Source: an optimization exercise on an open RTL-to-GDS flow (aim: small area, a short achievable clock period and few clock cycles per item). Production flows keep margins and buffers that such runs may drop. Function was checked by simulation only, so behaviour that the tests miss may differ from the original. No driver is modelled on the clock port, so clocking that relies on it looks cheaper here than on a real chip. No activity file was given, so power comes from the tool's default toggle rates.

## flow/run.sh

```bash
#!/bin/bash
# The standard layout (standard.sh), with small port buffers, and a post-CTS
# hook (flow/skew.tcl) that clocks the tick-mode registers from their own
# clock buffer ahead of the tree's leaves.
set -euo pipefail
bash standard.sh "BUFFER_PORTS_ARGS=-buffer_cell sky130_fd_sc_hd__buf_1" \
  "POST_CTS_TCL=$(pwd)/flow/skew.tcl" finish > flow.log 2>&1
```

## flow/skew.tcl

```tcl
# Post-CTS hook: clock the registers of the tick's mode (tick_upd, tick_ld,
# seeded) from their own clock buffer on the clock port, ahead of the tree's
# leaves. Their inputs come from the ports, where slack is ample; their
# outputs feed only registers inside the design (the EMAs and out_valid),
# whose paths from them gain the time. Then repair timing again.
set block [ord::get_db_block]
set db [ord::get_db]
set master [$db findMaster sky130_fd_sc_hd__clkbuf_4]
set clknet [$block findNet clk]
if { $clknet == "NULL" } { error "skew.tcl: no clk net" }

set flops {}
foreach inst [$block getInsts] {
  set name [$inst getName]
  if { [regexp {^(tick_upd|tick_ld|seeded)\$} $name] } {
    lappend flops $inst
  }
}
puts "skew.tcl: [llength $flops] mode registers"
if { [llength $flops] == 0 } { error "skew.tcl: no mode registers found" }

# place the buffer at the registers' centroid; detailed placement legalizes it
set sx 0
set sy 0
foreach f $flops {
  set loc [$f getLocation]
  set sx [expr { $sx + [lindex $loc 0] }]
  set sy [expr { $sy + [lindex $loc 1] }]
}
set n [llength $flops]
set buf [odb::dbInst_create $block $master clkbuf_early]
$buf setLocation [expr { int($sx / $n) }] [expr { int($sy / $n) }]
$buf setPlacementStatus PLACED
set early [odb::dbNet_create $block clknet_early]
$early setSigType CLOCK
[$buf findITerm A] connect $clknet
[$buf findITerm X] connect $early
foreach f $flops {
  set it [$f findITerm CLK]
  $it disconnect
  $it connect $early
}
global_connect

detailed_placement
check_placement -verbose
estimate_parasitics -placement
report_clock_skew
repair_timing_helper
detailed_placement
check_placement -verbose
```

## standard.sh

```bash
#!/bin/bash
# synth_recipe.tcl (not shown) runs the flow's synth.tcl, then flattens the netlist and writes it again
# the make line also repeats each setting of config.mk as NAME=value (left out here)
make -C /OpenROAD-flow-scripts/flow DESIGN_CONFIG=/design/flow/config.mk WORK_HOME=/design/flow/orfs CLKGATE_MAP_FILE= SYNTH_SCRIPT=/design/flow/synth_recipe.tcl "${@:-finish}"
```

## config.mk

```make
export PLATFORM = sky130hd
export DESIGN_NAME = tick_pipeline
export DESIGN_NICKNAME = tick_pipeline
export VERILOG_FILES = /design/flow/design.v
export SDC_FILE = /design/flow/constraint.sdc
export NUM_CORES = 4
export LEC_CHECK = 0
export CAP_MARGIN = 20
export CORE_MARGIN = 2
export CORE_UTILIZATION = 65
export CTS_BUF_LIST = sky130_fd_sc_hd__clkbuf_4 sky130_fd_sc_hd__clkbuf_8
export CTS_CLUSTER_SIZE = 25
export SETUP_SLACK_MARGIN = 2.0
export SLEW_MARGIN = 20
```

## constraint.sdc

```tcl
create_clock -name core_clock -period 5.5 [get_ports {clk}]
set_input_delay 1.1000 -clock core_clock [delete_from_list [all_inputs] [get_ports {clk}]]
set_output_delay 1.1000 -clock core_clock [all_outputs]
set_load 0.01 [all_outputs]
```

## design.v

```verilog
`timescale 1ns/1ps
module ma_core_ema(clk, upd, ld, in_price, out_avg);
  parameter ALPHA_SH = 4;
  localparam W = 32 + ALPHA_SH;
  input clk;
  input upd;                
  input ld;                 
  input  [31:0] in_price;
  output [31:0] out_avg;
  reg [31:0] out_avg;
  wire [W-1:0] x_ext = {{ALPHA_SH{in_price[31]}}, in_price};
  wire [W-1:0] x_shl = {in_price, {ALPHA_SH{1'b0}}};
  wire [W-1:0] a_ext = {{ALPHA_SH{out_avg[31]}}, out_avg};
  wire [W-1:0] a_shl = {out_avg, {ALPHA_SH{1'b0}}};
  wire [W-1:0] t;
  wire [W-1:0] opx = ({W{upd}} & x_ext) | ({W{ld}} & x_shl);
  generate
    if (ALPHA_SH == 1) begin : g_two
      wire [W-1:0] opa = ({W{upd}} & a_ext) | ({W{~upd & ~ld}} & a_shl);
      assign t = opx + opa;
    end else begin : g_csa
      wire [W-1:0] p = {W{~ld}} & a_shl;
      wire [W-1:0] n = {W{upd}} & ~a_ext;
      wire [W-1:0] s = opx ^ p ^ n;
      wire [W-1:0] c = (opx & p) | (opx & n) | (p & n);
      assign t = s + {c[W-2:0], upd};
    end
  endgenerate
  always @(posedge clk)
    out_avg <= t[W-1:ALPHA_SH];
endmodule
`timescale 1ns/1ps
module tick_pipeline(
  clk, rst, in_valid, in_price, out_valid, out_signal, fast_dbg, slow_dbg
);
  parameter FAST_ALPHA_SH = 1;
  parameter SLOW_ALPHA_SH = 6;
  input clk;
  input rst;
  input in_valid;
  input  [31:0] in_price;
  output        out_valid;
  output [1:0]  out_signal;
  output [31:0] fast_dbg;
  output [31:0] slow_dbg;
  reg        seeded;
  reg        tick_upd, tick_ld;
  reg [31:0] tick_x;
  wire accept = in_valid & ~rst;
  wire seen   = seeded | tick_upd | tick_ld;
  always @(posedge clk) begin
    tick_upd <= accept & seen;
    tick_ld  <= accept & ~seen;
    tick_x   <= in_price;
    seeded   <= ~rst & seen;
  end
  reg out_valid_r;
  reg [1:0] signal_r;
  wire [31:0] fast_avg, slow_avg;
  ma_core_ema #(.ALPHA_SH(FAST_ALPHA_SH)) u_fast (
    .clk(clk), .upd(tick_upd), .ld(tick_ld),
    .in_price(tick_x), .out_avg(fast_avg)
  );
  ma_core_ema #(.ALPHA_SH(SLOW_ALPHA_SH)) u_slow (
    .clk(clk), .upd(tick_upd), .ld(tick_ld),
    .in_price(tick_x), .out_avg(slow_avg)
  );
  always @(posedge clk) begin
    out_valid_r <= (tick_upd | tick_ld) & ~rst;
    if (!tick_upd)
      signal_r <= 2'b00;
    else if (fast_avg > slow_avg)
      signal_r <= 2'b01;
    else if (fast_avg < slow_avg)
      signal_r <= 2'b11;
    else
      signal_r <= 2'b00;
  end
  assign out_valid  = out_valid_r;
  assign out_signal = signal_r;
  assign fast_dbg   = fast_avg;
  assign slow_dbg   = slow_avg;
endmodule
```

==> metrics.yaml, run 1 <==
timing:
  worst_pin_slew_ns: 0.8452
  max_freq_ghz: 0.3012
  clock_skew_ns: 0.2817
  rsz0062_at_grt: "no"
  whs_ns: 0.4188
  drv_slew: 0
  finalCritPeriodShare_pct: 60.37
  period_minus_slack_ns: 3.320
  setup_viol: 0
  max_slew_margin_pct: 43.54
  fin_setup_tns_ns: 0
  finalHoldViolCount: 0
  postLayoutSetupSlackWorst_ns: 2.180
floorplan:
  fp.dieH_um: 115.3
  die_w_um: 115.3
  rows: 40
  io_pins: 102
  fp.dieArea_mm2: 0.01328
  core_area_mm2: 0.01206
  start_util_pct: 66.71
critical_path:
  cp-end-kind: "flop"
  critical_path_class: "reg -> reg"
  path_cells: "inv_1 > nor2_2 > fa_1 > ha_2 > nand3_1 > or3_1 > nor3_1 > a211oi_2 > a21oi_2 > a31oi_4 > o21bai_1 > a21oi_1 > xnor2_1"
  worstPathMaxFanout: 6
  path_buf_inv: 1
  reg2reg_depth: 13
  critical_path.max_stage_delay_ns: 0.43
  reg2reg_setup_slack_ns: 2.18
  r2r_end: "u_slow.out_avg[28]"
  critical_path_arrival_ns: 3.61
  rr_startpoint: "u_slow.out_avg[5]"
  cp_slowest_cell: "fa_1"
  cp_top_family: "compound AO/OA/AOI/OAI gates"
  worstPathRequired_ns: 5.79
  startpoint_type: "flop"
finish:
  area_growth_pct: 10.01
  final_cells: 1213
  fillCellCount: 1026
  fin_area_mm2: 0.008852
  drive_above_1_share_pct: 4.593
  antennaDiodeCount: 0
  final_core_util_pct: 73.39
  nets: 1214
routing:
  drt-pass1-iter-count: 5
  drc: 0
  ant_nets: 0
  vias: 7150
  avgViaCountPerCell: 5.894
  routed_wl_um: 21090
  wire_per_inst_um: 17.38
  drt_iter0_drc: 526
power:
  total_power_mw: 4.406
  worst_ir_drop_vdd_uv: 313.2
  p_leak_nw: 4.648
  p_per_area_mw_per_mm2: 497.7
flow_run:
  cap_violations: 0
yosys:
  netlist_area_mm2: 0.008046
  synth_cell_types: 57
  synth_area_leaders: "dfxtp_1 25%, ha_1 16%, fa_1 8.0%"
  synth_ff_type: "dfxtp_1"
  synth_edf_count: 0
  synth_common_cells: "142 x nand2_1, 105 x ha_1, 102 x dfxtp_1, 67 x a21oi_1, 53 x nor2_1"
  yosysTopAreaCell: "dfxtp_1"
  syn_inst: 949
  synth_fp_nets: 1121
  synth_top_area_share_pct: 25.38
  synth.avg_cell_area_um2: 8.479
  synth-seq-cells: 102
  synth.most_common_cell: "nand2_1"
  synth_seq_area_share_pct: 25.38
  synth.yosys.warnings: 3
  synthArstFlopShare_pct: 0
worst_hold_path:
  whs_endpoint: "tick_ld"
  holdPathStages: 1
  hold_start: "seeded"
  hp-class: "reg -> reg"
placement:
  gp_congestion: 0.9700
  post-place-ws_ns: 1.424
  place_area_mm2: 0.008562
  dp_cells: 1193
  portBuffers: 101
  post-dp-hpwl_um: 16710
clock_tree:
  cts_tree: "done"
  clock-sinks: 102
  clock_latency_ns: 0.39
  path_clk_slew_ns: 0.09
outcome:
  status: "no timing/DRC/antenna violations"
grt:
  gr-usage-all-layers_pct: 33.07
  antenna_found_initial: 0
  overflow: 0
  grt_pass1_wl_um: 33750
  grt_max_degree: 33
  grt_pass1_vias: 6920
-- routing by layer --
metal	vias to the layer above	global-route usage, %	share of wire, %
li1	3508	-	-
met4	0	18.39	4.7
met5	-	0	0
met2	285	58.55	50
met3	64	5.430	5.2
met1	3293	37.93	40
-- final cells by class, without the clock buffers --
| class | instances | area [um^2] | area share, % |
|---|---|---|---|
| multi-input combinational | 767 | 5738 | 64.82 |
| sequential | 102 | 2049 | 23.15 |
| timing repair buffer | 110 | 469.2 | 5.300 |
| tap | 168 | 210.2 | 2.375 |
| inverter | 51 | 191.4 | 2.163 |
| clock inverter | 4 | 48.80 | 0.5512 |
| buffer | 1 | 7.507 | 0.08481 |
-- placed cells by master, fill, tap and decap left out, types with 3 or more instances in the layout --
cell type,instances
nor3_1,8
a21oi_1,67
xnor2_1,41
and3_1,10
inv_1,50
a211oi_1,4
buf_1,101
nand4_1,13
nand2b_1,16
buf_6,4
a211o_1,3
clkbuf_8,10
nand2_1,142
buf_4,4
dfxtp_1,100
nor4_1,4
nand3_1,18
a31oi_1,5
xor2_1,22
a22o_1,31
o31ai_1,3
o21ai_1,7
o21ai_0,31
o21a_1,5
nor2b_1,41
ha_1,103
nor2_1,51
o21bai_1,9
fa_1,32
a21o_1,46
and2_1,7
o211ai_1,8
-- flip-flops by register name (all words and copies together), names as in the netlist --
register / count
tick_x: 32
u_fast.out_avg: 32
u_slow.out_avg: 32
signal_r: 2
out_valid_r: 1
seeded: 1
tick_ld: 1
tick_upd: 1
-- power by group --
group | switching (mW) | internal, mW | leakage (nW)
registers | 0.318 | 1.01 | 0.859
clock network | 0.263 | 0.225 | 0.103
logic | 1.50 | 1.09 | 3.69
total | 2.08 | 2.32 | 4.65
-- worst max-delay path by stage --
stage                      startpoint            endpoint  slack (ns)  depth (start not counted)
floorplan                     tick_ld  u_slow.out_avg[28]        2.00                         14
global placement             tick_upd  u_slow.out_avg[28]        1.51                         14
detailed placement           tick_upd  u_slow.out_avg[28]        1.42                         14
global route        u_slow.out_avg[5]  u_slow.out_avg[28]        1.99                         13
finish              u_slow.out_avg[5]  u_slow.out_avg[28]        2.18                         13
-- worst reg2reg max path, stage by stage, from the launching register on --
cell      delay [ns]
dfxtp_1         0.40
inv_1           0.13
nor2_2          0.14
fa_1            0.43
ha_2            0.41
nand3_1         0.11
or3_1           0.37
nor3_1          0.25
a211oi_2        0.13
a21oi_2         0.27
a31oi_4         0.14
o21bai_1        0.23
a21oi_1         0.12
xnor2_1         0.13
-- logic make-up after synthesis --
kind of cell	share of synthesized area, %
AOI/OAI and AO/OA	20.95
adders and majority gates	24.29
DFF	25.38
buffers and inverters	3.732
and+or+nand+nor	18.80
xor gates and xnor gates	6.857
Testbench counts, summed over its fixed seeds: cycles 32,016, items 32,000.
==> run 2, diff against run 1 <==
==> flow/run.sh (replaced) <==
#!/bin/bash
# The standard layout (standard.sh), with small port buffers, a
# post-floorplan hook (flow/restructure.tcl) that resynthesizes the slowest
# paths for timing, and a post-CTS hook (flow/skew.tcl) that clocks the
# tick-mode registers from their own clock buffer ahead of the tree's leaves.
set -euo pipefail
export RST_WORK=$(pwd)/rst RST_SLACK=${RST_SLACK:-2.6} RST_DEPTH=${RST_DEPTH:-4}
bash standard.sh "BUFFER_PORTS_ARGS=-buffer_cell sky130_fd_sc_hd__buf_1" \
  "POST_FLOORPLAN_TCL=$(pwd)/flow/restructure.tcl" \
  "POST_CTS_TCL=$(pwd)/flow/skew.tcl" finish > flow.log 2>&1
==> flow/restructure.tcl (new file) <==
# Post-floorplan hook: resynthesize the logic on the slowest paths for timing
# (OpenROAD's restructure), since synthesis maps for a period far above the
# one this design reaches.
set tielo "[lindex $::env(TIELO_CELL_AND_PORT) 0]/[lindex $::env(TIELO_CELL_AND_PORT) 1]"
set tiehi "[lindex $::env(TIEHI_CELL_AND_PORT) 0]/[lindex $::env(TIEHI_CELL_AND_PORT) 1]"
file mkdir $::env(RST_WORK)
report_worst_slack
report_design_area
restructure -target timing -liberty_file [lindex $::env(LIB_FILES) 0] \
  -slack_threshold $::env(RST_SLACK) -depth_threshold $::env(RST_DEPTH) \
  -tielo_port $tielo -tiehi_port $tiehi -work_dir $::env(RST_WORK) \
  -abc_logfile $::env(RST_WORK)/abc.log
report_worst_slack
report_design_area
--- a/flow/skew.tcl
+++ b/flow/skew.tcl
@@ -5,7 +5,7 @@
 # whose paths from them gain the time. Then repair timing again.
 set block [ord::get_db_block]
 set db [ord::get_db]
-set master [$db findMaster sky130_fd_sc_hd__clkbuf_4]
+set master [$db findMaster sky130_fd_sc_hd__clkbuf_16]
 set clknet [$block findNet clk]
 if { $clknet == "NULL" } { error "skew.tcl: no clk net" }
 
--- a/config.mk
+++ b/config.mk
@@ -9,6 +9,5 @@
 export CORE_MARGIN = 2
 export CORE_UTILIZATION = 65
 export CTS_BUF_LIST = sky130_fd_sc_hd__clkbuf_4 sky130_fd_sc_hd__clkbuf_8
-export CTS_CLUSTER_SIZE = 25
 export SETUP_SLACK_MARGIN = 2.0
 export SLEW_MARGIN = 20
==> metrics.yaml, run 2 <==
critical_path:
  cp_top_family: "simple AND/OR/NAND/NOR gates"  # was compound AO/OA/AOI/OAI gates
  worstPathMaxFanout: 6  # unchanged
  startpoint_type: "flop"  # unchanged
  critical_path_arrival_ns: 3.55  # was 3.61 ns
  r2r_end: "u_slow.out_avg[28]"  # unchanged
  reg2reg_depth: 13  # unchanged
  cp_num_cells: 13  # unchanged
  path_cells: "inv_1 > nor2_2 > fa_1 > ha_2 > nand3_1 > or3_1 > nor3_1 > a211oi_2 > a21oi_2 > a31oi_4 > o21bai_2 > a21oi_1 > xnor2_1"  # was inv_1 > nor2_2 > fa_1 > ha_2 > nand3_1 > or3_1 > nor3_1 > a211oi_2 > a21oi_2 > a31oi_4 > o21bai_1 > a21oi_1 > xnor2_1
  worstPathRequired_ns: 5.78  # was 5.79 ns
  path_buf_inv: 1  # unchanged
  reg2reg_setup_slack_ns: 2.24  # was 2.18 ns
  critical_path.max_stage_delay_ns: 0.43  # about the same
  crit_start: "u_slow.out_avg[5]"  # unchanged
  cp_slowest_cell: "fa_1"  # unchanged
  critical_path_class: "reg -> reg"  # unchanged
  cp-end-kind: "flop"  # unchanged
  rr_startpoint: "u_slow.out_avg[5]"  # unchanged
  crit_path_end: "u_slow.out_avg[28]"  # unchanged
yosys:
  synth.avg_cell_area_um2: 8.479  # unchanged
  synth_seq_area_share_pct: 25.38  # unchanged
  synth_cell_types: 57  # unchanged
  synth_top_area_share_pct: 25.38  # unchanged
  synth.yosys.warnings: 3  # unchanged
  synth-compound-area-share_pct: 20.95  # unchanged
  synth-xor-area-share_pct: 6.857  # unchanged
  synth_area_leaders: "dfxtp_1 25%, ha_1 16%, fa_1 8.0%"  # unchanged
  synth_common_cells: "142 x nand2_1, 105 x ha_1, 102 x dfxtp_1, 67 x a21oi_1, 53 x nor2_1"  # unchanged
  netlist_area_mm2: 0.008046  # unchanged
  synthArstFlopShare_pct: 0  # unchanged
  synth_top_family_by_area: "adder cells"  # unchanged
  synth_fa_ha_area_share_pct: 24.29  # unchanged
  synth_fp_nets: 1121  # unchanged
  synth_edf_count: 0  # unchanged
  syn_inst: 949  # unchanged
  synth_simple_gate_area_share_pct: 18.80  # unchanged
  synth_ff_type: "dfxtp_1"  # unchanged
  synth.most_common_cell: "nand2_1"  # unchanged
  yosysTopAreaCell: "dfxtp_1"  # unchanged
  synth-seq-cells: 102  # unchanged
  synth_mux_area_share_pct: 0  # unchanged
placement:
  gp_congestion: 0.9700  # unchanged
  portBuffers: 101  # unchanged
  post-dp-hpwl_um: 16710  # unchanged
floorplan:
  core_area_mm2: 0.01206  # unchanged
  die_w_um: 115.3  # unchanged
  fp.dieH_um: 115.3  # unchanged
  io_pins: 102  # unchanged
  fp.dieArea_mm2: 0.01328  # unchanged
  rows: 40  # unchanged
  start_util_pct: 66.71  # unchanged
power:
  p_per_area_mw_per_mm2: 499.2  # was 497.7 mW/mm^2
  p_leak_nw: 4.660  # was 4.648 nW
  worst_ir_drop_vdd_uv: 310.3  # was 313.2 uV
routing:
  highest_layer: "met4"  # unchanged
  routed_wl_um: 21110  # was 21,090 um
  avgViaCountPerCell: 5.904  # was 5.894
  wire_per_inst_um: 17.40  # was 17.38 um
  route.met3.wl_um: 963  # was 1101 um
  dr_wl_met2_um: 10660  # was 10,630 um
  drt-pass1-iter-count: 5  # unchanged
  drt_iter0_drc: 518  # was 526
  vias: 7161  # was 7,150
  wl_met1_um: 8483  # was 8360 um
  ant_nets: 0  # unchanged
  drc: 0  # unchanged
clock_tree:
  path_clk_slew_ns: 0.09  # about the same
  clock_latency_ns: 0.39  # about the same
  clock-sinks: 102  # unchanged
  cts_tree: "done"  # unchanged
flow_run:
  cap_violations: 0  # unchanged
worst_hold_path:
  hp-class: "reg -> reg"  # unchanged
timing:
  clock_skew_ns: 0.2903  # was 0.2817 ns
  drv_slew: 0  # unchanged
  fin_setup_tns_ns: 0  # unchanged
  max_slew_margin_pct: 44.96  # was 43.54%
  period_minus_slack_ns: 3.262  # was 3.320 ns
  rsz0062_at_grt: "no"  # unchanged
  max_freq_ghz: 0.3065  # was 0.3012 GHz
  worst_pin_slew_ns: 0.8240  # was 0.8452 ns
  finalCritPeriodShare_pct: 59.32  # was 60.37%
  finalHoldViolCount: 0  # unchanged
  whs_ns: 0.4353  # was 0.4188 ns
  setup_viol: 0  # unchanged
finish:
  area_growth_pct: 10.28  # was 10.01%
  final_cell_mix: "142 x nand2_1, 103 x ha_1, 101 x buf_1, 100 x dfxtp_1, 67 x a21oi_1"  # unchanged
  antennaDiodeCount: 0  # unchanged
  drive_above_1_share_pct: 4.689  # was 4.593%
  nets: 1214  # unchanged
  reg.largest.list: "tick_x: 32 flops, u_fast.out_avg: 32 flops, u_slow.out_avg: 32 flops"  # unchanged
  mostFrequentLayoutCell: "nand2_1"  # unchanged
  fillCellCount: 1027  # was 1,026
grt:
  grt_pass1_vias: 6919  # was 6,920
  antenna_found_initial: 0  # unchanged
  grt_pass1_wl_um: 33750  # unchanged
  grt_max_degree: 33  # unchanged
  gr-usage-all-layers_pct: 33.07  # unchanged
  overflow: 0  # unchanged
outcome:
  status: "no timing/DRC/antenna violations"  # unchanged
## run 2: per-layer routing
layer | global-route usage [%] | vias up
met1 | 37.79 | 3329
met2 | 58.71 | 254
met4 | 18.39 | 0
met5 | 0 | -
met3 | 5.430 | 67
li1 | - | 3511
## run 2: worst min path at each step
| stage | from | end | slack [ns] | cells past startpoint |
|---|---|---|---|---|
| 6_report | seeded | tick_ld | 0.44 | 1 |
| 5_1_grt | seeded | tick_ld | 0.47 | 1 |
| 3_5_place_dp | seeded | tick_ld | 0.41 | 1 |
| 3_3_place_gp | seeded | tick_ld | 0.40 | 1 |
| 2_1_floorplan | seeded | tick_ld | 0.40 | 1 |
## run 2: final cells by class, without the clock buffers
| type | count | area [um^2] | area share, % |
|---|---|---|---|
| multi-input combinational | 767 | 5742 | 64.71 |
| sequential | 102 | 2049 | 23.10 |
| timing repair buffer | 110 | 469.2 | 5.288 |
| tap | 168 | 210.2 | 2.369 |
| inverter | 51 | 191.4 | 2.157 |
| clock inverter | 4 | 48.80 | 0.5499 |
| buffer | 1 | 25.02 | 0.2820 |
## run 2: report_power, final
group	leakage, nW	switching, mW	internal, mW
Clock	0.110	0.262	0.248
Combinational	3.69	1.50	1.09
Sequential	0.859	0.317	1.01
Total	4.66	2.08	2.35
## run 2: cell families (layout without fill, tap and decap cells)
| family | count (synthesis) | in the layout |
|---|---|---|
| flip-flops | 102 | 102 |
| AO/OA/AOI/OAI | 244 | 244 |
| buffers and inverters | 80 | 176 |
| AND/OR/NAND/NOR | 323 | 323 |
| adder cells (fa/ha/maj) | 137 | 137 |
| XOR/XNOR | 63 | 63 |
## run 2: per-stage QoR
| step | power (mW) | instances | instance area, um^2 | util (%) | setup slack [ns] |
|---|---|---|---|---|---|
| after floorplan | 3.134 | 949 | 8065 | - | 2.003 |
| after global placement | 3.842 | 1193 | 8562 | 70.99 | 1.506 |
| after detailed placement | 3.877 | 1193 | 8562 | 70.99 | 1.424 |
| after global routing | 4.825 | 1213 | 8874 | 73.57 | 2.058 |
| final | 4.429 | 1213 | 8874 | 73.57 | 2.238 |
## run 2: worst register-to-register path, stage by stage (launching register included)
cell and delay (ns):
dfxtp_1 0.39, inv_1 0.12, nor2_2 0.14, fa_1 0.43
ha_2 0.41, nand3_1 0.11, or3_1 0.37, nor3_1 0.25
a211oi_2 0.13, a21oi_2 0.27, a31oi_4 0.15, o21bai_2 0.19
a21oi_1 0.10, xnor2_1 0.12
==> run 3, diff against run 2 <==
==> flow/run.sh (replaced) <==
#!/bin/bash
# The standard layout (standard.sh), with: the platform's don't-use cells
# plus slow many-input gates (flow/dont_use.txt), so that synthesis and repair
# build the adders from faster small gates; small port buffers; and a post-CTS
# hook (flow/skew.tcl) that clocks the tick-mode registers from their own
# clock buffer ahead of the tree's leaves.
set -euo pipefail
dont_use=$(tr '\n' ' ' < flow/dont_use.txt)
bash standard.sh "DONT_USE_CELLS=$dont_use" \
  "BUFFER_PORTS_ARGS=-buffer_cell sky130_fd_sc_hd__buf_1" \
  "POST_CTS_TCL=$(pwd)/flow/skew.tcl" finish > flow.log 2>&1
==> flow/dont_use.txt (new file) <==
sky130_fd_sc_hd__probe_p_8
sky130_fd_sc_hd__probec_p_8
sky130_fd_sc_hd__lpflow_bleeder_1
sky130_fd_sc_hd__lpflow_clkbufkapwr_1
sky130_fd_sc_hd__lpflow_clkbufkapwr_16
sky130_fd_sc_hd__lpflow_clkbufkapwr_2
sky130_fd_sc_hd__lpflow_clkbufkapwr_4
sky130_fd_sc_hd__lpflow_clkbufkapwr_8
sky130_fd_sc_hd__lpflow_clkinvkapwr_1
sky130_fd_sc_hd__lpflow_clkinvkapwr_16
sky130_fd_sc_hd__lpflow_clkinvkapwr_2
sky130_fd_sc_hd__lpflow_clkinvkapwr_4
sky130_fd_sc_hd__lpflow_clkinvkapwr_8
sky130_fd_sc_hd__lpflow_decapkapwr_12
sky130_fd_sc_hd__lpflow_decapkapwr_3
sky130_fd_sc_hd__lpflow_decapkapwr_4
sky130_fd_sc_hd__lpflow_decapkapwr_6
sky130_fd_sc_hd__lpflow_decapkapwr_8
sky130_fd_sc_hd__lpflow_inputiso0n_1
sky130_fd_sc_hd__lpflow_inputiso0p_1
sky130_fd_sc_hd__lpflow_inputiso1n_1
sky130_fd_sc_hd__lpflow_inputiso1p_1
sky130_fd_sc_hd__lpflow_inputisolatch_1
sky130_fd_sc_hd__lpflow_isobufsrc_1
sky130_fd_sc_hd__lpflow_isobufsrc_16
sky130_fd_sc_hd__lpflow_isobufsrc_2
sky130_fd_sc_hd__lpflow_isobufsrc_4
sky130_fd_sc_hd__lpflow_isobufsrc_8
sky130_fd_sc_hd__lpflow_isobufsrckapwr_16
sky130_fd_sc_hd__lpflow_lsbuf_lh_hl_isowell_tap_1
sky130_fd_sc_hd__lpflow_lsbuf_lh_hl_isowell_tap_2
sky130_fd_sc_hd__lpflow_lsbuf_lh_hl_isowell_tap_4
sky130_fd_sc_hd__lpflow_lsbuf_lh_isowell_4
sky130_fd_sc_hd__lpflow_lsbuf_lh_isowell_tap_1
sky130_fd_sc_hd__lpflow_lsbuf_lh_isowell_tap_2
sky130_fd_sc_hd__lpflow_lsbuf_lh_isowell_tap_4
sky130_fd_sc_hd__fill_1
sky130_fd_sc_hd__fill_2
sky130_fd_sc_hd__fill_4
sky130_fd_sc_hd__fill_8
sky130_fd_sc_hd__a2111o_1
sky130_fd_sc_hd__a2111o_2
sky130_fd_sc_hd__a2111o_4
sky130_fd_sc_hd__a2111oi_0
sky130_fd_sc_hd__a2111oi_1
sky130_fd_sc_hd__a2111oi_2
sky130_fd_sc_hd__a2111oi_4
sky130_fd_sc_hd__a221o_1
sky130_fd_sc_hd__a221o_2
sky130_fd_sc_hd__a221o_4
sky130_fd_sc_hd__a221oi_1
sky130_fd_sc_hd__a221oi_2
sky130_fd_sc_hd__a221oi_4
sky130_fd_sc_hd__a222oi_1
sky130_fd_sc_hd__a2bb2o_1
sky130_fd_sc_hd__a2bb2o_2
sky130_fd_sc_hd__a2bb2o_4
sky130_fd_sc_hd__a2bb2oi_1
sky130_fd_sc_hd__a2bb2oi_2
sky130_fd_sc_hd__a2bb2oi_4
sky130_fd_sc_hd__a311o_1
sky130_fd_sc_hd__a311o_2
sky130_fd_sc_hd__a311o_4
sky130_fd_sc_hd__a311oi_1
sky130_fd_sc_hd__a311oi_2
sky130_fd_sc_hd__a311oi_4
sky130_fd_sc_hd__a31o_1
sky130_fd_sc_hd__a31o_2
sky130_fd_sc_hd__a31o_4
sky130_fd_sc_hd__a31oi_1
sky130_fd_sc_hd__a31oi_2
sky130_fd_sc_hd__a31oi_4
sky130_fd_sc_hd__a32o_1
sky130_fd_sc_hd__a32o_2
sky130_fd_sc_hd__a32o_4
sky130_fd_sc_hd__a32oi_1
sky130_fd_sc_hd__a32oi_2
sky130_fd_sc_hd__a32oi_4
sky130_fd_sc_hd__a41o_1
sky130_fd_sc_hd__a41o_2
sky130_fd_sc_hd__a41o_4
sky130_fd_sc_hd__a41oi_1
sky130_fd_sc_hd__a41oi_2
sky130_fd_sc_hd__a41oi_4
sky130_fd_sc_hd__and4_1
sky130_fd_sc_hd__and4_2
sky130_fd_sc_hd__and4_4
sky130_fd_sc_hd__and4b_1
sky130_fd_sc_hd__and4b_2
sky130_fd_sc_hd__and4b_4
sky130_fd_sc_hd__and4bb_1
sky130_fd_sc_hd__and4bb_2
sky130_fd_sc_hd__and4bb_4
sky130_fd_sc_hd__nand4_1
sky130_fd_sc_hd__nand4_2
sky130_fd_sc_hd__nand4_4
sky130_fd_sc_hd__nand4b_1
sky130_fd_sc_hd__nand4b_2
sky130_fd_sc_hd__nand4b_4
sky130_fd_sc_hd__nand4bb_1
sky130_fd_sc_hd__nand4bb_2
sky130_fd_sc_hd__nand4bb_4
sky130_fd_sc_hd__nor4_1
sky130_fd_sc_hd__nor4_2
sky130_fd_sc_hd__nor4_4
sky130_fd_sc_hd__nor4b_1
sky130_fd_sc_hd__nor4b_2
sky130_fd_sc_hd__nor4b_4
sky130_fd_sc_hd__nor4bb_1
sky130_fd_sc_hd__nor4bb_2
sky130_fd_sc_hd__nor4bb_4
sky130_fd_sc_hd__o2111a_1
sky130_fd_sc_hd__o2111a_2
sky130_fd_sc_hd__o2111a_4
sky130_fd_sc_hd__o2111ai_1
sky130_fd_sc_hd__o2111ai_2
sky130_fd_sc_hd__o2111ai_4
sky130_fd_sc_hd__o221a_1
sky130_fd_sc_hd__o221a_2
sky130_fd_sc_hd__o221a_4
sky130_fd_sc_hd__o221ai_1
sky130_fd_sc_hd__o221ai_2
sky130_fd_sc_hd__o221ai_4
sky130_fd_sc_hd__o2bb2a_1
sky130_fd_sc_hd__o2bb2a_2
sky130_fd_sc_hd__o2bb2a_4
sky130_fd_sc_hd__o2bb2ai_1
sky130_fd_sc_hd__o2bb2ai_2
sky130_fd_sc_hd__o2bb2ai_4
sky130_fd_sc_hd__o311a_1
sky130_fd_sc_hd__o311a_2
sky130_fd_sc_hd__o311a_4
sky130_fd_sc_hd__o311ai_0
sky130_fd_sc_hd__o311ai_1
sky130_fd_sc_hd__o311ai_2
sky130_fd_sc_hd__o311ai_4
sky130_fd_sc_hd__o31a_1
sky130_fd_sc_hd__o31a_2
sky130_fd_sc_hd__o31a_4
sky130_fd_sc_hd__o31ai_1
sky130_fd_sc_hd__o31ai_2
sky130_fd_sc_hd__o31ai_4
sky130_fd_sc_hd__o32a_1
sky130_fd_sc_hd__o32a_2
sky130_fd_sc_hd__o32a_4
sky130_fd_sc_hd__o32ai_1
sky130_fd_sc_hd__o32ai_2
sky130_fd_sc_hd__o32ai_4
sky130_fd_sc_hd__o41a_1
sky130_fd_sc_hd__o41a_2
sky130_fd_sc_hd__o41a_4
sky130_fd_sc_hd__o41ai_1
sky130_fd_sc_hd__o41ai_2
sky130_fd_sc_hd__o41ai_4
sky130_fd_sc_hd__or4_1
sky130_fd_sc_hd__or4_2
sky130_fd_sc_hd__or4_4
sky130_fd_sc_hd__or4b_1
sky130_fd_sc_hd__or4b_2
sky130_fd_sc_hd__or4b_4
sky130_fd_sc_hd__or4bb_1
sky130_fd_sc_hd__or4bb_2
sky130_fd_sc_hd__or4bb_4
removed: flow/restructure.tcl
==> metrics.yaml, run 3 <==
yosys:
  synth.yosys.warnings: 3  # unchanged
  synthArstFlopShare_pct: 0  # unchanged
  synth.most_common_cell: "nand2_1"  # unchanged
  synth_fp_nets: 1243  # was 1,121
  synth_common_cells: "174 x nand2_1, 105 x ha_1, 102 x dfxtp_1, 79 x a21oi_1, 78 x nor2_1"  # was 142 x nand2_1, 105 x ha_1, 102 x dfxtp_1, 67 x a21oi_1, 53 x nor2_1
  synth.avg_cell_area_um2: 7.997  # was 8.479 um^2
  synth_edf_count: 0  # unchanged
  synth_ff_type: "dfxtp_1"  # unchanged
  synth-seq-cells: 102  # unchanged
  synth_top_area_share_pct: 23.84  # was 25.38%
  yosysTopAreaCell: "dfxtp_1"  # unchanged
  synth_cell_types: 52  # was 57
  syn_inst: 1071  # was 949
  netlist_area_mm2: 0.008564  # was 0.008046 mm^2
  synth_seq_area_share_pct: 23.84  # was 25.38%
  synth_area_leaders: "dfxtp_1 24%, ha_1 15%, nand2_1 7.6%"  # was dfxtp_1 25%, ha_1 16%, fa_1 8.0%
routing:
  ant_nets: 0  # unchanged
  drt-pass1-iter-count: 5  # unchanged
  drc: 0  # unchanged
  vias: 7953  # was 7,161
  avgViaCountPerCell: 5.953  # was 5.904
  wire_per_inst_um: 17.38  # was 17.40 um
  routed_wl_um: 23220  # was 21,110 um
  drt_iter0_drc: 713  # was 518
floorplan:
  fp.dieH_um: 118.8  # was 115.3 um
  die_w_um: 118.8  # was 115.3 um
  rows: 41  # was 40
  core_area_mm2: 0.01272  # was 0.01206 mm^2
  start_util_pct: 67.32  # was 66.71%
  io_pins: 102  # unchanged
  fp.dieArea_mm2: 0.01411  # was 0.01328 mm^2
grt:
  grt_pass1_vias: 7673  # was 6,919
  overflow: 0  # unchanged
  grt_pass1_wl_um: 37450  # was 33,750 um
  gr-usage-all-layers_pct: 33.35  # was 33.07%
  grt_max_degree: 39  # was 33
  antenna_found_initial: 0  # unchanged
finish:
  final_core_util_pct: 73.73  # was 73.57%
  antennaDiodeCount: 0  # unchanged
  final_cell_mix: "174 x nand2_1, 105 x ha_1, 101 x buf_1, 100 x dfxtp_1, 79 x a21oi_1"  # was 142 x nand2_1, 103 x ha_1, 101 x buf_1, 100 x dfxtp_1, 67 x a21oi_1
  nets: 1332  # was 1,214
  reg.largest.list: "tick_x: 32 flops, u_fast.out_avg: 32 flops, u_slow.out_avg: 32 flops"  # unchanged
  mostFrequentLayoutCell: "nand2_1"  # unchanged
  drive_above_1_share_pct: 3.436  # was 4.689%
  area_growth_pct: 9.525  # was 10.28%
  fillCellCount: 1066  # was 1,027
placement:
  post-dp-hpwl_um: 18140  # was 16,710 um
  gp_congestion: 0.9125  # was 0.9700
  portBuffers: 101  # unchanged
timing:
  whs_ns: 0.4486  # was 0.4353 ns
  drv_slew: 0  # unchanged
  worst_pin_slew_ns: 0.8658  # was 0.8240 ns
  setup_viol: 0  # unchanged
  max_freq_ghz: 0.2986  # was 0.3065 GHz
  clock_skew_ns: 0.2992  # was 0.2903 ns
  max_slew_margin_pct: 42.16  # was 44.96%
  finalHoldViolCount: 0  # unchanged
  rsz0062_at_grt: "no"  # unchanged
  fin_setup_tns_ns: 0  # unchanged
  finalCritPeriodShare_pct: 60.90  # was 59.32%
  period_minus_slack_ns: 3.349  # was 3.262 ns
outcome:
  status: "no timing/DRC/antenna violations"  # unchanged
clock_tree:
  path_clk_slew_ns: 0.10  # was 0.09 ns
  clock-sinks: 102  # unchanged
  clock_latency_ns: 0.40  # was 0.39 ns
  cts_tree: "done"  # unchanged
critical_path:
  critical_path_class: "reg -> reg"  # unchanged
  worstPathMaxFanout: 6  # unchanged
  critical_path_arrival_ns: 3.64  # was 3.55 ns
  cp-end-kind: "flop"  # unchanged
  worstPathRequired_ns: 5.79  # was 5.78 ns
  startpoint_type: "flop"  # unchanged
power:
  p_per_area_mw_per_mm2: 481.9  # was 499.2 mW/mm^2
  netSwitchingPower_mw: 2.109  # was 2.081 mW
  total_power_mw: 4.520  # was 4.429 mW
  clkPwrFrac_pct: 13.6  # was 11.5%
  p_leak_nw: 4.898  # was 4.660 nW
  intPower_mw: 2.411  # was 2.348 mW
  combPwrFrac_pct: 57.6  # was 58.5%
  power_frac_seq_pct: 28.9  # was 30.0%
  sw_frac_of_total_pct: 46.67  # was 46.99%
  worst_ir_drop_vdd_uv: 301.1  # was 310.3 uV
flow_run:
  cap_violations: 0  # unchanged
worst_hold_path:
  hp-class: "reg -> reg"  # unchanged
==> run 3: changes by cell type after synthesis, moves of 8 or more <==
cell / previous run / this run
nand2_1: 142 / 174
nor2_1: 53 / 78
nor3_1: 8 / 27
nand4_1: 13 / 0
a21oi_1: 67 / 79
a211oi_1: 4 / 13
nand3_1: 18 / 26
o21a_1: 5 / 13
==> run 3: worst paths after layout <==
kind                startpoint                 end  slack, ns  cells past startpoint
max          u_slow.out_avg[5]  u_slow.out_avg[19]       2.15                     12
min                     seeded             tick_ld       0.45                      1
max reg2reg  u_slow.out_avg[5]  u_slow.out_avg[19]       2.15                     12
min reg2reg             seeded             tick_ld       0.45                      1
==> run 3: area by class of cell, without the clock buffers <==
type	count	area, um^2	area share [%]
sequential	102	2049	21.85
inverter	57	214.0	2.281
clock inverter	6	111.4	1.187
multi-input combinational	882	6190	65.99
tap	172	215.2	2.294
timing repair buffer	107	451.7	4.815
buffer	1	25.02	0.2668
==> run 3: critical path: stages, from the launching register on <==
cell and delay, ns:
dfxtp_1 0.39, inv_1 0.11, nor2_1 0.14, fa_1 0.43, ha_1 0.37, a21oi_1 0.28, o22ai_1 0.15, o21ai_0 0.24
o21ai_2 0.14, a211oi_2 0.38, o21ai_1 0.17, a21oi_1 0.25, xnor2_1 0.18
==> run 3: power groups by stage <==
stage	Combinational, mW	Sequential [mW]	Clock [mW]
3_5_place_dp	2.55	1.32	0
3_3_place_gp	2.50	1.32	0
2_1_floorplan	1.84	1.29	0
6_report	2.60	1.30	0.613
5_1_grt	2.92	1.32	0.641
==> run 3: per-stage QoR <==
step	worst slack, ns	area [um^2]	instances
after floorplan	2.007	8566	1071
after global routing	2.007	9380	1336
after global placement	1.623	9066	1318
after detailed placement	1.501	9066	1318
final	2.151	9380	1336
==> run 3: routing by layer <==
metal  vias to the layer above  share of wire (%)  GRT usage [%]
met1                      3709                 41          39.54
met2                       314                 50          60.34
met3                        55                5.7          4.923
li1                       3875                  -              -
met5                         -                  0              0
met4                         0                3.2          12.80
==> run 3: logic make-up (layout without fill, tap and decap cells) <==
group,after synthesis,in the layout,share of synthesized area (%)
xor+xnor,49,49,5.011
simple gates,423,423,23.17
fa+ha+maj,137,137,22.82
buf+inv,87,180,3.988
compound gates,267,267,20.44
flops,102,102,23.84
mux,6,6,0.7305
==> run 4, diff against run 3 <==
--- a/config.mk
+++ b/config.mk
@@ -9,5 +9,5 @@
 export CORE_MARGIN = 2
 export CORE_UTILIZATION = 65
 export CTS_BUF_LIST = sky130_fd_sc_hd__clkbuf_4 sky130_fd_sc_hd__clkbuf_8
-export SETUP_SLACK_MARGIN = 2.0
+export SETUP_SLACK_MARGIN = 2.6
 export SLEW_MARGIN = 20
==> metrics.yaml, run 4 <==
timing:
  setup_viol: 0  # unchanged
  rsz0062_at_grt: "yes"  # was no
  finalCritPeriodShare_pct: 57.67  # was 60.90%
  postLayoutSetupSlackWorst_ns: 2.328  # was 2.151 ns
  worst_pin_slew_ns: 0.4166  # was 0.8658 ns
  whs_ns: 0.4099  # was 0.4486 ns
  period_minus_slack_ns: 3.172  # was 3.349 ns
  max_slew_margin_pct: 71.94  # was 42.16%
  finalHoldViolCount: 0  # unchanged
  fin_setup_tns_ns: 0  # unchanged
  max_freq_ghz: 0.3153  # was 0.2986 GHz
  drv_slew: 0  # unchanged
  clock_skew_ns: 0.3019  # was 0.2992 ns
finish:
  nets: 1363  # was 1,332
  final_core_util_pct: 81.52  # was 73.73%
  fillCellCount: 824  # was 1,066
  mostFrequentLayoutCell: "nand2_1"  # unchanged
  fin_area_mm2: 0.01037  # was 0.009380 mm^2
  final_cell_mix: "161 x nand2_1, 101 x buf_1, 83 x ha_1, 81 x dfxtp_1, 65 x a21oi_1"  # was 174 x nand2_1, 105 x ha_1, 101 x buf_1, 100 x dfxtp_1, 79 x a21oi_1
  final_cells: 1368  # was 1,336
  area_growth_pct: 21.10  # was 9.525%
  drive_above_1_share_pct: 16.72  # was 3.436%
  antennaDiodeCount: 0  # unchanged
  reg.largest.list: "tick_x: 32 flops, u_fast.out_avg: 32 flops, u_slow.out_avg: 32 flops"  # unchanged
  multi_input_area_mm2: 0.006812  # was 0.006190 mm^2
  register_area_mm2: 0.002076  # was 0.002049 mm^2
power:
  intPower_mw: 2.669  # was 2.411 mW
  total_power_mw: 5.077  # was 4.520 mW
  power_frac_seq_pct: 26.4  # was 28.9%
  sw_frac_of_total_pct: 47.42  # was 46.67%
  p_leak_nw: 5.143  # was 4.898 nW
  worst_ir_drop_vdd_uv: 300.4  # was 301.1 uV
  p_per_area_mw_per_mm2: 489.6  # was 481.9 mW/mm^2
  netSwitchingPower_mw: 2.408  # was 2.109 mW
  clkPwrFrac_pct: 11.6  # was 13.6%
  combPwrFrac_pct: 62.0  # was 57.6%
yosys:
  synth-seq-cells: 102  # unchanged
  synth_top_area_share_pct: 23.84  # unchanged
  synth_edf_count: 0  # unchanged
  synth.avg_cell_area_um2: 7.997  # unchanged
  synth.most_common_cell: "nand2_1"  # unchanged
  synth.yosys.warnings: 3  # unchanged
  synth_area_leaders: "dfxtp_1 24%, ha_1 15%, nand2_1 7.6%"  # unchanged
  netlist_area_mm2: 0.008564  # unchanged
  synthArstFlopShare_pct: 0  # unchanged
  yosysTopAreaCell: "dfxtp_1"  # unchanged
  synth_ff_type: "dfxtp_1"  # unchanged
  synth_fp_nets: 1243  # unchanged
  synth_cell_types: 52  # unchanged
  syn_inst: 1071  # unchanged
  synth_seq_area_share_pct: 23.84  # unchanged
  synth_common_cells: "174 x nand2_1, 105 x ha_1, 102 x dfxtp_1, 79 x a21oi_1, 78 x nor2_1"  # unchanged
critical_path:
  reg2reg_depth: 12  # unchanged
  critical_path_class: "reg -> reg"  # unchanged
  worstPathMaxFanout: 3  # was 6
  cp-end-kind: "flop"  # unchanged
  critical_path.max_stage_delay_ns: 0.47  # was 0.43 ns
  worstPathRequired_ns: 5.78  # was 5.79 ns
  startpoint_type: "flop"  # unchanged
  path_cells: "nand2_2 > nand2_1 > fa_1 > ha_4 > nor3_4 > nand2b_1 > o21ai_2 > o21ai_4 > a211o_1 > a211oi_2 > o21ai_1 > xor2_1"  # was inv_1 > nor2_1 > fa_1 > ha_1 > a21oi_1 > o22ai_1 > o21ai_0 > o21ai_2 > a211oi_2 > o21ai_1 > a21oi_1 > xnor2_1
  cp_slowest_cell: "fa_1"  # unchanged
  critical_path_arrival_ns: 3.46  # was 3.64 ns
grt:
  overflow: 0  # unchanged
  grt_max_degree: 38  # was 39
  grt_pass1_wl_um: 39920  # was 37,450 um
  grt_pass1_vias: 8053  # was 7,673
  gr-usage-all-layers_pct: 35.86  # was 33.35%
  antenna_found_initial: 0  # unchanged
placement:
  post-dp-hpwl_um: 18260  # was 18,140 um
  gp_congestion: 0.9480  # was 0.9125
  place_area_mm2: 0.009173  # was 0.009066 mm^2
  portBuffers: 101  # unchanged
  dp_cells: 1318  # unchanged
  post-place-ws_ns: 1.695  # was 1.501 ns
routing:
  drc: 0  # unchanged
  drt_iter0_drc: 872  # was 713
  vias: 8673  # was 7,953
  ant_nets: 0  # unchanged
  drt-pass1-iter-count: 6  # was 5
  routed_wl_um: 27940  # was 23,220 um
  wire_per_inst_um: 20.43  # was 17.38 um
  avgViaCountPerCell: 6.340  # was 5.953
clock_tree:
  cts_tree: "done"  # unchanged
  clock-sinks: 102  # unchanged
  path_clk_slew_ns: 0.10  # about the same
  clock_latency_ns: 0.40  # about the same
floorplan:
  start_util_pct: 67.32  # unchanged
  io_pins: 102  # unchanged
  fp.dieH_um: 118.8  # unchanged
  rows: 41  # unchanged
  fp.dieArea_mm2: 0.01411  # unchanged
  core_area_mm2: 0.01272  # unchanged
  die_w_um: 118.8  # unchanged
worst_hold_path:
  holdPathStages: 1  # unchanged
  hp-class: "reg -> reg"  # unchanged
outcome:
  status: "no timing/DRC/antenna violations"  # unchanged
flow_run:
  cap_violations: 0  # unchanged
-- run 4: cell counts after synthesis --
Identical to the previous run, type by type.
-- run 4: power by group through the flow --
stage | logic, mW | clock network (mW) | registers [mW]
after floorplan | 1.90 | 0 | 1.29
after global placement | 2.57 | 0 | 1.31
after detailed placement | 2.61 | 0 | 1.31
after global routing | 3.44 | 0.618 | 1.35
final | 3.15 | 0.590 | 1.34
-- run 4: final timing paths --
check             slack, ns  startpoint                  to
setup reg to reg       2.33   tick_x[9]  u_slow.out_avg[24]
setup / recovery       2.33   tick_x[9]  u_slow.out_avg[24]
hold reg to reg        0.41      seeded             tick_ld
hold / removal         0.41      seeded             tick_ld
-- run 4: critical path, delay by kind of cell, from the launching register on --
kind            cells  cell delay (ns)
simple gates        4             0.80
flops               1             0.43
xor+xnor            1             0.15
compound gates      5             1.01
fa+ha+maj           2             0.68
-- run 4: final cells by class, without the clock buffers --
class,instances,share of cell area [%]
flip-flops and latches,102,20.01
inverters,57,2.135
repair buffers,138,7.709
clock inverters,4,0.6756
well taps,172,2.075
plain buffers,1,0.2413
multi-input cells,882,65.68
-- run 4: metal layers --
metal / GRT usage (%) / routed length (um) / vias to the layer above
met4: 21.58 / 2094 / 0
met5: 0 / 0 / -
met2: 63.00 / 13310 / 518
met1: 40.58 / 10280 / 4023
met3: 5.840 / 2256 / 179
li1: - / - / 3953
-- run 4: cells by family (layout without fill, tap and decap cells) --
family                     after synthesis  count (layout)  share of synthesized area [%]
muxes                                    6               6                         0.7305
and+or+nand+nor                        423             423                          23.17
xor gates and xnor gates                49              49                          5.011
adders and majority gates              137             137                          22.82
buffers and inverters                   87             212                          3.988
DFF                                    102             102                          23.84
AOI/OAI and AO/OA                      267             267                          20.44
==> run 5, diff against run 4 <==
--- a/config.mk
+++ b/config.mk
@@ -9,5 +9,5 @@
 export CORE_MARGIN = 2
 export CORE_UTILIZATION = 65
 export CTS_BUF_LIST = sky130_fd_sc_hd__clkbuf_4 sky130_fd_sc_hd__clkbuf_8
-export SETUP_SLACK_MARGIN = 2.6
+export SETUP_SLACK_MARGIN = 2.3
 export SLEW_MARGIN = 20
==> metrics.yaml, run 5 <==
outcome:
  status: "no timing/DRC/antenna violations"  # unchanged
timing:
  max_freq_ghz: 0.3243  # was 0.3153 GHz
  postLayoutSetupSlackWorst_ns: 2.416  # was 2.328 ns
  whs_ns: 0.4125  # was 0.4099 ns
  finalHoldViolCount: 0  # unchanged
  drv_slew: 0  # unchanged
  period_minus_slack_ns: 3.084  # was 3.172 ns
  finalCritPeriodShare_pct: 56.07  # was 57.67%
  worst_pin_slew_ns: 0.5175  # was 0.4166 ns
  max_slew_margin_pct: 65.14  # was 71.94%
  fin_setup_tns_ns: 0  # unchanged
  clock_skew_ns: 0.2959  # was 0.3019 ns
  rsz0062_at_grt: "no"  # was yes
  setup_viol: 0  # unchanged
yosys:
  synth_seq_area_share_pct: 23.84  # unchanged
  synth_edf_count: 0  # unchanged
  synth-compound-area-share_pct: 20.44  # unchanged
  synth_ff_type: "dfxtp_1"  # unchanged
  synth_area_leaders: "dfxtp_1 24%, ha_1 15%, nand2_1 7.6%"  # unchanged
  synth_simple_gate_area_share_pct: 23.17  # unchanged
  synth_top_area_share_pct: 23.84  # unchanged
  yosysTopAreaCell: "dfxtp_1"  # unchanged
  netlist_area_mm2: 0.008564  # unchanged
  synth_common_cells: "174 x nand2_1, 105 x ha_1, 102 x dfxtp_1, 79 x a21oi_1, 78 x nor2_1"  # unchanged
  synth_top_family_by_area: "simple AND/OR/NAND/NOR gates"  # unchanged
  synth.yosys.warnings: 3  # unchanged
  syn_inst: 1071  # unchanged
  synthArstFlopShare_pct: 0  # unchanged
  synth-seq-cells: 102  # unchanged
  synth-xor-area-share_pct: 5.011  # unchanged
  synth_fa_ha_area_share_pct: 22.82  # unchanged
  synth_cell_types: 52  # unchanged
  synth.most_common_cell: "nand2_1"  # unchanged
  synth_mux_area_share_pct: 0.7305  # unchanged
  synth.avg_cell_area_um2: 7.997  # unchanged
  synth_fp_nets: 1243  # unchanged
routing:
  drt-pass1-iter-count: 5  # was 6
  avgViaCountPerCell: 5.872  # was 6.340
  ant_nets: 0  # unchanged
  wire_per_inst_um: 16.96  # was 20.43 um
  drc: 0  # unchanged
  vias: 7863  # was 8,673
  drt_iter0_drc: 613  # was 872
  routed_wl_um: 22700  # was 27,940 um
floorplan:
  fp.dieArea_mm2: 0.01411  # unchanged
  io_pins: 102  # unchanged
  start_util_pct: 67.32  # unchanged
  core_area_mm2: 0.01272  # unchanged
  rows: 41  # unchanged
  fp.dieH_um: 118.8  # unchanged
  die_w_um: 118.8  # unchanged
placement:
  gp_congestion: 0.9214  # was 0.9480
  post-place-ws_ns: 1.655  # was 1.695 ns
  post-dp-hpwl_um: 17850  # was 18,260 um
  portBuffers: 101  # unchanged
  place_area_mm2: 0.009100  # was 0.009173 mm^2
  dp_cells: 1317  # was 1,318
critical_path:
  critical_path_arrival_ns: 3.42  # was 3.46 ns
  crit_start: "u_slow.out_avg[4]"  # was tick_x[9]
  rr_startpoint: "u_slow.out_avg[4]"  # was tick_x[9]
  worstPathRequired_ns: 5.84  # was 5.78 ns
  reg2reg_depth: 12  # unchanged
  startpoint_type: "flop"  # unchanged
  reg2reg_setup_slack_ns: 2.42  # was 2.33 ns
  r2r_end: "u_slow.out_avg[31]"  # was u_slow.out_avg[24]
  critical_path_class: "reg -> reg"  # unchanged
  worstPathMaxFanout: 6  # was 3
  cp-end-kind: "flop"  # unchanged
finish:
  antennaDiodeCount: 0  # unchanged
  final_core_util_pct: 74.26  # was 81.52%
  register_area_mm2: 0.002049  # was 0.002076 mm^2
  final_cell_mix: "174 x nand2_1, 102 x ha_1, 101 x buf_1, 100 x dfxtp_1, 77 x nor2_1"  # was 161 x nand2_1, 101 x buf_1, 83 x ha_1, 81 x dfxtp_1, 65 x a21oi_1
  final_cells: 1339  # was 1,368
  mostFrequentLayoutCell: "nand2_1"  # unchanged
  fillCellCount: 1043  # was 824
  reg.largest.list: "tick_x: 32 flops, u_fast.out_avg: 32 flops, u_slow.out_avg: 32 flops"  # unchanged
  area_growth_pct: 10.31  # was 21.10%
  fin_area_mm2: 0.009448  # was 0.01037 mm^2
  multi_input_area_mm2: 0.006275  # was 0.006812 mm^2
  drive_above_1_share_pct: 4.456  # was 16.72%
  nets: 1334  # was 1,363
power:
  netSwitchingPower_mw: 2.111  # was 2.408 mW
  p_per_area_mw_per_mm2: 473.2  # was 489.6 mW/mm^2
  combPwrFrac_pct: 59.1  # was 62.0%
  sw_frac_of_total_pct: 47.21  # was 47.42%
  total_power_mw: 4.471  # was 5.077 mW
  p_leak_nw: 4.898  # was 5.143 nW
  clkPwrFrac_pct: 11.8  # was 11.6%
  intPower_mw: 2.360  # was 2.669 mW
  power_frac_seq_pct: 29.1  # was 26.4%
  worst_ir_drop_vdd_uv: 385.2  # was 300.4 uV
worst_hold_path:
  hold_start: "seeded"  # unchanged
  whs_endpoint: "tick_ld"  # unchanged
  hp-class: "reg -> reg"  # unchanged
  holdPathStages: 1  # unchanged
clock_tree:
  cts_tree: "done"  # unchanged
  clock-sinks: 102  # unchanged
  clock_latency_ns: 0.40  # about the same
  path_clk_slew_ns: 0.09  # was 0.10 ns
flow_run:
  cap_violations: 0  # unchanged
grt:
  overflow: 0  # unchanged
  grt_pass1_wl_um: 36690  # was 39,920 um
  antenna_found_initial: 0  # unchanged
  grt_pass1_vias: 7515  # was 8,053
  gr-usage-all-layers_pct: 32.72  # was 35.86%
  grt_max_degree: 62  # was 38
==> run 5: cell counts after synthesis <==
No cell type changed its count.
==> run 5: worst max-delay path by stage <==
| stage | endpoint | slack [ns] | cells after the start |
|---|---|---|---|
| after floorplan | u_slow.out_avg[24] | 2.32 | 14 |
| after global placement | u_slow.out_avg[30] | 1.74 | 10 |
| after detailed placement | u_slow.out_avg[30] | 1.66 | 10 |
| after global routing | u_slow.out_avg[31] | 2.31 | 12 |
| final | u_slow.out_avg[31] | 2.42 | 12 |
==> run 5: per-layer routing <==
layer	wire, um	GRT usage (%)	share of wire [%]	vias to the layer above
met2	11300	58.62	50	288
li1	-	-	-	3892
met1	9307	38.68	41	3617
met4	892	13.10	3.9	0
met3	1207	5.454	5.3	66
met5	0	0	0	-
==> run 5: worst max-delay path, cell delays in order (launching register included) <==
cell,delay (ns)
dfxtp_1,0.39
inv_1,0.11
nor2_1,0.16
fa_1,0.49
ha_4,0.33
and3_1,0.17
and3_1,0.20
nand2_1,0.10
o21ai_4,0.23
a211oi_4,0.12
o21a_1,0.25
or3_1,0.39
nand3_1,0.09
==> run 5: cells by family (layout without fill, tap and decap cells) <==
kind of cell,after synthesis,in the layout
AND/OR/NAND/NOR,423,423
AO/OA/AOI/OAI,267,267
adder cells (fa/ha/maj),137,137
flip-flops,102,102
buffers and inverters,87,183
XOR/XNOR,49,49
multiplexers,6,6
==> run 5: cell type report, without the clock buffers <==
| cell class | count | share of cell area [%] |
|---|---|---|
| Multi-Input combinational cell | 882 | 66.42 |
| Sequential cell | 102 | 21.69 |
| Timing Repair Buffer | 109 | 4.979 |
| Tap cell | 172 | 2.278 |
| Inverter | 57 | 2.265 |
| Clock inverter | 5 | 0.6357 |
| Buffer | 1 | 0.2649 |
==> run 5: power by group through the flow <==
stage	Combinational [mW]	Sequential, mW	Clock [mW]
6_report	2.64	1.30	0.529
2_1_floorplan	1.86	1.29	0
3_3_place_gp	2.51	1.32	0
3_5_place_dp	2.56	1.31	0
5_1_grt	2.97	1.32	0.561

[afterwards: timing with drivers on the ports]
The results above use ideal ports. As a check the final layouts listed here were re-extracted and re-timed, cells and wires unchanged. Step 1: set_driving_cell puts a clkbuf_16 on clk and a buf_2 on each other input, an assumption about the parent block. Step 2, shift: input delay + t, output delay - t, t = (earliest + latest rising clock arrival at the registers) / 2. This alone moves slack from input paths to output paths. Slacks: no drivers / after step 1 / after step 2; pairs: no drivers / after step 1.
| run | shift t [ns] | slack for setup (ns) | worst hold slack (ns) | clock arrival spread, ns |
|---|---|---|---|---|
| run 1 | 0.296 | 2.180 / 2.180 / 2.180 | 0.419 / 0.419 / 0.419 | 0.282 / 0.282 |
| run 2 | 0.295 | 2.238 / 2.238 / 2.238 | 0.435 / 0.435 / 0.435 | 0.291 / 0.291 |
| run 3 | 0.304 | 2.151 / 2.151 / 2.151 | 0.449 / 0.449 / 0.449 | 0.300 / 0.300 |
| run 4 | 0.309 | 2.328 / 2.328 / 2.328 | 0.410 / 0.410 / 0.410 | 0.302 / 0.302 |
| run 5 | 0.300 | 2.416 / 2.416 / 2.416 | 0.413 / 0.413 / 0.413 | 0.295 / 0.296 |
Clock arrivals are far apart in run 3 and run 4, so t is only a midpoint there and step 2 fits no single register.
